From an optimization exercise on the open Yosys and OpenROAD flow, aimed at small area; shortcuts taken in it are not production practice.
The RTL was checked by simulation tests, not by an equivalence proof against the original design.

==> flow/design.v (excerpt) <==
module mrfm_dsp
  (input clock,
   input reset,
   input enable,
   input serial_strobe,
   input [6:0] serial_addr,
   input [31:0] serial_data,
   input [11:0] rx_a_a,
   input [11:0] rx_b_a,
   output [15:0] adc_out,
   output [15:0] filt_out,
   output strobe_out);
   reg        k0nz, k1nz;
   reg [7:0]  rate_0, rate_1;
   reg [4:0]  shift;           
   wire       wr_decim = serial_strobe & (serial_addr == 7'd64);
   wire       wr_coeff = serial_strobe & (serial_addr == 7'd67);
   wire       wr_shift = serial_strobe & (serial_addr == 7'd68);
   wire       wr_k0    = serial_strobe & (serial_addr == 7'd75);
   wire       wr_k1    = serial_strobe & (serial_addr == 7'd76);
   always @(posedge clock)
     if (reset) begin
        k0nz <= 1'b0;
        k1nz <= 1'b0;
        rate_0 <= 8'd0;
        rate_1 <= 8'd0;
        shift <= 5'd0;
     end else begin
        if (wr_k0) k0nz <= |serial_data;
        if (wr_k1) k1nz <= |serial_data;
        if (wr_decim) begin
           rate_0 <= serial_data[7:0];
           rate_1 <= serial_data[15:8];
        end
        if (wr_shift)
          shift <= (serial_data[7:0] > 8'd22) ? 5'd0 : serial_data[4:0];
     end
   wire [12:0] sa = k0nz ? {rx_a_a[11], rx_a_a} : 13'd0;
   wire [12:0] sb = k1nz ? {rx_b_a[11], rx_b_a} : 13'd0;
   wire [12:0] ssum, scar;
   mac_ha u_sum0(.a(sa[0]), .b(sb[0]), .s(ssum[0]), .co(scar[0]));
   genvar      si;
   generate
      for (si = 1; si < 13; si = si + 1) begin : g_sum
         mac_fa u_sum(.a(sa[si]), .b(sb[si]), .c(scar[si-1]), .s(ssum[si]), .co(scar[si]));
      end
   endgenerate
   wire [16:0] sum_extend = {ssum, 4'b0};
   wire        in_range = sum_extend[16] == sum_extend[15];
   reg [15:0]  adc0;
   always @(posedge clock)
     adc0 <= in_range ? sum_extend[15:0] : {sum_extend[16], {15{~sum_extend[16]}}};
   assign adc_out = adc0;
   reg [7:0]  cnt0, cnt1;
   wire       strobe_0 = (cnt0 == 8'd0) & enable;
   wire       strobe_1 = (cnt1 == 8'd0) & enable & strobe_0;
   assign strobe_out = strobe_1;
   wire [7:0] dec0, dec1;
   wire [8:0] bor0, bor1;
   assign bor0[0] = 1'b1;
   assign bor1[0] = 1'b1;
   genvar     ci;
   generate
      for (ci = 0; ci < 8; ci = ci + 1) begin : g_dec
         assign dec0[ci] = cnt0[ci] ^ bor0[ci];
         assign dec1[ci] = cnt1[ci] ^ bor1[ci];
  ...
For scale: roughly 3,600 cells after synthesis, roughly 36,000 µm² of cells after synthesis.
Settings: LEC_CHECK=0, ABC_AREA=1, CAP_MARGIN=20, CORE_MARGIN=2, CORE_UTILIZATION=65, CTS_CLUSTER_DIAMETER=100, CTS_CLUSTER_SIZE=26, PLACE_DENSITY=0.8, SLEW_MARGIN=20, SYNTH_HIERARCHICAL=1, SYNTH_MINIMUM_KEEP_SIZE=0; clock period 10.0 ns.
run.sh (not shown) runs the stock make flow with config.mk's settings and CLKGATE_MAP_FILE= SYNTH_SCRIPT=/design/flow/synth_recipe.tcl, a recipe that flattens the netlist after the stock synthesis.
Then changed:
CORE_UTILIZATION = 50   (was 65)
PLACE_DENSITY = not set   (was 0.8)
The changed run went through all stages and came out clean.
Setup slack gets better by 0.084 ns.
Register-to-register slack gets better by 0.57 ns.
Synthesized area is unchanged.
Routed wire length grows by 3.6%.
Sequential cell count does not change.
Worst hold slack stays flat.
Die area rises by 29%.
Cell count increases by about 6%.
Design area climbs by about 1%.

========
mrfm_dsp again, from the RTL that the note above started with.
clock: 10.0 ns
lec_check: 0
abc_area: 1
cap_margin: 0
core_margin: 2
core_utilization: 50
cts_cluster_diameter: 90
cts_cluster_size: 22
slew_margin: 0
synth_hierarchical: 1
synth_minimum_keep_size: 0
The starting point went through all stages and came out clean.
==> next run, changes <==
CAP_MARGIN = 20   (was 0)
SLEW_MARGIN = 20   (was 0)
The changed run passed the timing, design-rule and antenna checks.
Non-clock buffer count went up by 1.
Fmax barely changes.
Cell count barely changes.
Global-route usage is unchanged.
==> next run, changes <==
CORE_UTILIZATION = 65   (was 50)
PLACE_DENSITY = 0.8   (was unset)
- global-route usage rose by 8.1 points
- design area drops by 1.1%
- setup slack got worse by 85 ps
- wire length went down by 4.0%
- worst hold slack loses 6.8 ps
- critical path depth fell by 1
- final cell count fell by 5.5%
- die area goes down by 23%
- area after synthesis is unchanged

[port drivers added, routing unchanged]
No port has a modelled driver above. Below, the same layouts with a new extraction and two added sets of constraints. Step 1 sets driving cells, clkbuf_16 on the clock port and buf_2 on the other inputs (assumed; they add their load-dependent delay and slew). Step 2 adds t to the input delays and takes it off the output delays; t is the mean of the earliest and latest rising clock arrival at the registers after step 1. Input paths then give back, and output paths get back, about the clock's delay inside the block. Slacks: no drivers / after step 1 / after step 2; pairs: no drivers / after step 1.
run	t, ns	setup WS [ns]	worst hold slack (ns)	worst register clock-pin slew, ns	pins driven straight from the clock port
the first run of note 1	0.698	0.787 / 0.787 / 0.150	0.441 / 0.441 / 0.441	0.11 / 0.11	1
the second run of note 1	0.695	0.871 / 0.908 / 0.214	0.443 / 0.443 / 0.443	0.11 / 0.11	1
the first run of note 2	0.701	0.874 / 0.907 / 0.207	0.444 / 0.444 / 0.444	0.09 / 0.09	1
the second run of note 2	0.701	0.901 / 0.935 / 0.235	0.446 / 0.446 / 0.446	0.10 / 0.10	1
the third run of note 2	0.701	0.816 / 0.859 / 0.158	0.439 / 0.439 / 0.439	0.09 / 0.09	1
After both steps every run listed still meets setup and hold. For the first run of note 2, which loses most, drivers alone change the setup slack by +0.033 ns; drivers and shift together by -0.667 ns.
